Context: an optimization exercise on an open-source flow, tuned for small area, a short achievable clock period and few clock cycles. The choices shown serve that exercise and are no tape-out recipe.
Only simulation tests tie the RTL to the original design; equivalence was not proved.
No driver is modelled on the clock port, so clocking that relies on it looks cheaper here than on a real chip.
Power and IR drop assume default switching activity.

Design fnn_imgclsfctn, start of the top module:
module fnn_imgclsfctn (
    input          clk,
    input          reset,
    input  [27:0]  input_image,
    output         nxt_inp,
    output [3:0]   outp,
    output         outp_valid,
    output [9:0]   w_addr,
    input  [159:0] w_data
);
    localparam S_INIT = 2'd3;   
    localparam S_B   = 2'd0;    
    localparam S_PIX = 2'd1;    
    localparam S_OUT = 2'd2;    
    reg [1:0]  state;
    reg [3:0]  kcnt;            
    reg [3:0]  icnt;            
    reg [27:0] cur;
    reg [9:0]  base;            
    reg [4:0]  rows;            
    reg        take;
    reg [9:0]  addr_r;
    reg        t0_bias, t0_pix, t0_c, t0_last;
    reg [3:0]  k0, i0;
    assign nxt_inp = take;
    assign w_addr  = addr_r;
    reg [4:0] col;
    integer b;
    always @(*) begin
        col = 5'd0;
        for (b = 27; b >= 0; b = b - 1)
            if (cur[b]) col = b[4:0];
    end
    wire        have = (cur != 28'd0);
    wire        pop  = (state == S_PIX) && have;
    wire [27:0] rem  = pop ? (cur & (cur - 28'd1)) : cur;
    wire        pix_done = (state == S_PIX) && (rem == 28'd0) && (rows == 5'd28);
    reg [1:0]  state_n;
    reg [4:0]  rows_n;
    reg [27:0] cur_n;
    always @(*) begin
        state_n = state;
        case (state)
  ...
Size in the first run: roughly 2300 cells after synthesis, about 380 flip-flops, ~22000 sq um of cells after synthesis.
export LEC_CHECK = 0
export CAP_MARGIN = 20
export CORE_MARGIN = 2
export CORE_UTILIZATION = 60
export CTS_BUF_LIST = sky130_fd_sc_hd__clkbuf_8
export CTS_CLUSTER_DIAMETER = 60
export CTS_CLUSTER_SIZE = 12
export SLEW_MARGIN = 20
create_clock -name core_clock -period 24.0 [get_ports {clk}]
standard.sh (not shown) runs the stock make flow with config.mk's settings and CLKGATE_MAP_FILE= SYNTH_SCRIPT=/design/flow/synth_recipe.tcl, a recipe that flattens the netlist after the stock synthesis.
==> flow/flow/run.sh <==
#!/bin/bash
# The standard layout, with each port buffered by a buf_2 instead of the
# resizer's default choice (clkdlybuf4s50_1, larger and slower).
set -o pipefail
bash standard.sh "BUFFER_PORTS_ARGS=-buffer_cell sky130_fd_sc_hd__buf_2" finish > standard.log 2>&1
Testbench counts at the start, summed over its fixed seeds: cycles 13,736.
==> next run, changes <==
Settings changed: CTS_BUF_LIST sky130_fd_sc_hd__clkbuf_8 to unset, CTS_CLUSTER_DIAMETER 60 to 100, CTS_CLUSTER_SIZE 12 to 20.
The new run produced a clean layout; synthesized cell count stays the same; sequential share of layout area came out higher by 0.13 points; worst hold slack is about the same; worst setup slack degrades by 0.043 ns; cell area came out lower by 0.38%; total power came out lower by 0.44%.

* * *

Setup of run A:
Another version of the RTL of fnn_imgclsfctn (not shown whole).
Size: ~2300 cells after synthesis, ~390 flip-flops, ~0.023 mm^2 of cells after synthesis.
## fnn_imgclsfctn
module fnn_imgclsfctn (
    input          clk,
    input          reset,
    input  [27:0]  input_image,
    output         nxt_inp,
    output [3:0]   outp,
    output         outp_valid,
    output [9:0]   w_addr,
    input  [159:0] w_data
);
==> flow/config.mk <==
export PLATFORM = sky130hd
export DESIGN_NAME = fnn_imgclsfctn
export DESIGN_NICKNAME = fnn_imgclsfctn
export VERILOG_FILES = /design/flow/design.v
export SDC_FILE = /design/flow/constraint.sdc
export NUM_CORES = 4
export LEC_CHECK = 0
export CAP_MARGIN = 20
export CORE_MARGIN = 2
export CORE_UTILIZATION = 60
export CTS_CLUSTER_DIAMETER = 100
export CTS_CLUSTER_SIZE = 20
export SLEW_MARGIN = 20
==> flow/constraint.sdc <==
create_clock -name core_clock -period 24.0 [get_ports {clk}]
set_input_delay 4.8000 -clock core_clock [delete_from_list [all_inputs] [get_ports {clk}]]
set_output_delay 4.8000 -clock core_clock [all_outputs]
set_load 0.01 [all_outputs]
==> flow/flow/run.sh <==
#!/bin/bash
# The standard layout, with each port buffered by a buf_2 instead of the
# resizer's default choice (clkdlybuf4s50_1, larger and slower), and the
# resizer's timing repair asked for 18.15 ns of setup slack, so that it
# works on the few paths that set the achieved period (those over 5.85 ns).
set -o pipefail
bash standard.sh "BUFFER_PORTS_ARGS=-buffer_cell sky130_fd_sc_hd__buf_2" "SETUP_SLACK_MARGIN=18.15" finish > standard.log 2>&1
Run A went all the way through the flow, and no timing, DRC or antenna check failed.
Testbench counts of run A, summed over its fixed seeds: cycles 13,736.
Input-level comparison between run B and run A:
==> flow/flow/run.sh <==
#!/bin/bash
# The standard layout, with each port buffered by a buf_2 instead of the
# resizer's default choice (clkdlybuf4s50_1, larger and slower).
set -o pipefail
bash standard.sh "BUFFER_PORTS_ARGS=-buffer_cell sky130_fd_sc_hd__buf_2" finish > standard.log 2>&1
## What came out
Summary of run B over run A: initial antenna violation count climbed 5; clock period minus final worst setup slack climbed 63 ps; worst path setup slack after routing dropped 63 ps; worst-case register-to-register setup slack climbed 40 ps. Re largest driver fanout on the critical path: run B is 1 up on run A. [compare] base=run A new=run B: count of clock-buffer cells in the layout ~0 delta, met1 wire length -about 4.3%, power -3.7%, combinational cell fraction of total power -1.8 points. In run B the relative area change from synthesis to final layout turned out 3.0 points lower than in run A. Run B vs run A, launch point of the critical path: w_data[12] vs take_o$_DFF_PP0_. Setup skew after layout of run A is on par with run B.
The following lists how run C was set up differently from run B:
==> flow/flow/run.sh <==
#!/bin/bash
# The standard layout, with two changes:
#  - each port is buffered by a buf_1 instead of the resizer's default
#    choice (clkdlybuf4s50_1, larger and slower);
#  - after clock tree synthesis, the resizer swaps the inputs of gates with
#    interchangeable inputs (pin swapping only: no cell is added, removed or
#    resized) so that the latest signals use the fastest pins, on the paths
#    longer than 5.85 ns; then the standard flow goes on from there.
set -eo pipefail
PORTS="BUFFER_PORTS_ARGS=-buffer_cell sky130_fd_sc_hd__buf_1"
bash standard.sh "$PORTS" cts > standard_to_cts.log 2>&1
RES=$PWD/orfs/results/$FLOW_PLATFORM/fnn_imgclsfctn/base
RES=$RES openroad -exit flow/swap_pins.tcl > swap_pins.log 2>&1
bash standard.sh "$PORTS" finish > standard_to_finish.log 2>&1
==> flow/flow/swap_pins.tcl (new file) <==
# Pin swapping on the layout after clock tree synthesis (4_cts.odb), in place.
set P $::env(FLOW_HOME)/platforms/$::env(FLOW_PLATFORM)
read_liberty $P/lib/sky130_fd_sc_hd__tt_025C_1v80.lib
read_db $::env(RES)/4_cts.odb
read_sdc $::env(RES)/4_cts.sdc
source $P/setRC.tcl
set_propagated_clock [all_clocks]
estimate_parasitics -placement
puts "worst setup slack before: [worst_slack -max]"
repair_timing -setup -setup_margin [expr {$::env(FLOW_PERIOD_NS) - 5.85}] -sequence swap -verbose
estimate_parasitics -placement
puts "worst setup slack after: [worst_slack -max]"
write_db $::env(RES)/4_cts.odb
--- outcome ---
The fmax of run C is higher than that of run B.
[run C vs run B] layout overhead on the synthesized area: lower in run C
Of the two candidates, run B has the worse area of all placed cells without fillers and run C the better one.
Each of the runs, namely run B and run C, reached the end of the flow and came out clean.

* * *

fnn_imgclsfctn, a different RTL version from the one above (not shown whole).
Size: ~210 I/O pins, about 23000 um2 of cells after synthesis.
Settings: LEC_CHECK=0, CAP_MARGIN=20, CORE_MARGIN=2, CORE_UTILIZATION=60, CTS_CLUSTER_DIAMETER=100, CTS_CLUSTER_SIZE=30, SLEW_MARGIN=20; clock period 24.0 ns.
==> flow/flow/run.sh <==
#!/bin/bash
# The standard layout, with each port buffered by a buf_2 instead of the
# resizer's default choice (clkdlybuf4s50_1, larger and slower).
set -o pipefail
bash standard.sh "BUFFER_PORTS_ARGS=-buffer_cell sky130_fd_sc_hd__buf_2" finish > standard.log 2>&1
Testbench counts at the start, summed over its fixed seeds: cycles 13,738.
Then changed:
CTS_CLUSTER_SIZE = 20   (was 30)
After rerunning: Flip-flop and latch count stays the same. Final area came out higher by 0.52%. Global-route usage came out higher by 0.26 points. Critical path depth is unchanged.

* * *

Setup of build 49:
fnn_imgclsfctn with an RTL version that a note above also has.
Size in the first run: about 2,300 cells after synthesis, ~380 flip-flops, about 210 I/O pins, ~22,000 µm² of cells after synthesis.
Settings: LEC_CHECK=0, CAP_MARGIN=20, CORE_MARGIN=2, CORE_UTILIZATION=60, CTS_CLUSTER_DIAMETER=100, CTS_CLUSTER_SIZE=20, SLEW_MARGIN=20; clock period 24.0 ns.
==> flow/flow/run.sh <==
#!/bin/bash
# The standard layout, with each port buffered by a buf_1 instead of the
# resizer's default choice (clkdlybuf4s50_1, larger and slower).
set -o pipefail
bash standard.sh "BUFFER_PORTS_ARGS=-buffer_cell sky130_fd_sc_hd__buf_1" finish > standard.log 2>&1
Testbench counts of build 49, summed over its fixed seeds: cycles 13,736.
[inputs] build 50 vs build 49
==> flow/flow/run.sh <==
#!/bin/bash
# The standard layout, with two changes:
#  - each port is buffered by a buf_1 instead of the resizer's default
#    choice (clkdlybuf4s50_1, larger and slower);
#  - after clock tree synthesis, the resizer swaps the inputs of gates with
#    interchangeable inputs (pin swapping only: no cell is added, removed or
#    resized) so that the latest signals use the fastest pins, on the paths
#    longer than 5.85 ns; then the standard flow goes on from there.
set -eo pipefail
PORTS="BUFFER_PORTS_ARGS=-buffer_cell sky130_fd_sc_hd__buf_1"
bash standard.sh "$PORTS" cts > standard_to_cts.log 2>&1
RES=$PWD/orfs/results/$FLOW_PLATFORM/fnn_imgclsfctn/base
RES=$RES openroad -exit flow/swap_pins.tcl > swap_pins.log 2>&1
bash standard.sh "$PORTS" finish > standard_to_finish.log 2>&1
==> flow/flow/swap_pins.tcl (new file) <==
# Pin swapping on the layout after clock tree synthesis (4_cts.odb), in place.
set P $::env(FLOW_HOME)/platforms/$::env(FLOW_PLATFORM)
read_liberty $P/lib/sky130_fd_sc_hd__tt_025C_1v80.lib
read_db $::env(RES)/4_cts.odb
read_sdc $::env(RES)/4_cts.sdc
source $P/setRC.tcl
set_propagated_clock [all_clocks]
estimate_parasitics -placement
puts "worst setup slack before: [worst_slack -max]"
repair_timing -setup -setup_margin [expr {$::env(FLOW_PERIOD_NS) - 5.85}] -sequence swap -verbose
estimate_parasitics -placement
puts "worst setup slack after: [worst_slack -max]"
write_db $::env(RES)/4_cts.odb
--- outcome ---
Via density per instance of build 49 is on par with build 50.
Post-route clock period utilization in build 50 is 0.51 points lower than in build 49
There was hardly any difference in sequential share of layout area between build 50 and build 49.
The global-route met3 utilization was comparable across build 49 and build 50.
Build 49 → build 50: relative contribution of combinational cells to total power closely matched the old numbers; wire length closely matched the old numbers; transition time of the tightest slew-check pin decreased by 0.022 ns relative to the old numbers.
Multiplexer share of the synthesized area came out exactly the same in build 49 and build 50.
Looking at build 49 and build 50, the smallest hold slack is a wash.
The length of routed met2 wiring in build 50 was lower than what build 49 gave.
Build 49 and build 50 ended up with roughly the same total power.
Changes in build 78 relative to build 50:
Settings: CORE_UTILIZATION changed from 60 to 70.
==> flow/flow/run.sh <==
#!/bin/bash
# The standard layout, with each port buffered by a buf_2 instead of the
# resizer's default choice (clkdlybuf4s50_1, larger and slower).
set -o pipefail
bash standard.sh "BUFFER_PORTS_ARGS=-buffer_cell sky130_fd_sc_hd__buf_2" finish > standard.log 2>&1
removed: flow/flow/swap_pins.tcl
==> comparison <==
The run showing the greater number of ordinary and repair buffers in the finished layout is build 50.
Chip height (build 78 vs. build 50) decreases by a little under 10%
The cell area power density on build 78 is in line with that on build 50.

==> what the ideal ports hide <==
No port has a modelled driver above. Below, the same layouts with a new extraction and two added sets of constraints.
Step 1 sets driving cells, clkbuf_16 on the clock port and buf_2 on the other inputs (assumed; they add their load-dependent delay and slew).
Step 2 adds t to the input delays and takes it off the output delays; t is the mean of the earliest and latest rising clock arrival at the registers after step 1. Input paths then give back, and output paths get back, about the clock's delay inside the block.
Slacks: ideal / step 1 / step 2; pairs: ideal / step 1.
run | shift t [ns] | setup WS [ns] | latest minus earliest clock arrival (ns) | worst register clock-pin slew, ns
the first run of note 1 | 0.645 | 18.049 / 18.002 / 17.428 | 0.043 / 0.043 | 0.09 / 0.09
the second run of note 1 | 0.615 | 18.006 / 18.019 / 17.419 | 0.025 / 0.025 | 0.09 / 0.09
run A | 0.621 | 18.087 / 18.030 / 17.675 | 0.025 / 0.025 | 0.09 / 0.09
run B | 0.617 | 18.024 / 18.036 / 17.437 | 0.028 / 0.028 | 0.09 / 0.09
run C | 0.609 | 18.053 / 18.071 / 17.465 | 0.031 / 0.031 | 0.09 / 0.09
the first run of note 3 | 0.583 | 17.017 / 17.054 / 16.471 | 0.028 / 0.028 | 0.12 / 0.12
the second run of note 3 | 0.607 | 17.015 / 17.054 / 16.446 | 0.026 / 0.025 | 0.09 / 0.09
build 49 | 0.607 | 17.962 / 17.993 / 17.385 | 0.022 / 0.021 | 0.09 / 0.09
build 50 | 0.607 | 18.083 / 18.030 / 17.523 | 0.021 / 0.021 | 0.09 / 0.09
build 78 | 0.587 | 17.982 / 18.008 / 17.421 | 0.024 / 0.024 | 0.09 / 0.09
After both steps every run listed still meets setup and hold. The setup slack of the first run of note 1, which loses most, moves by -0.047 ns with the drivers and by -0.621 ns with both steps.
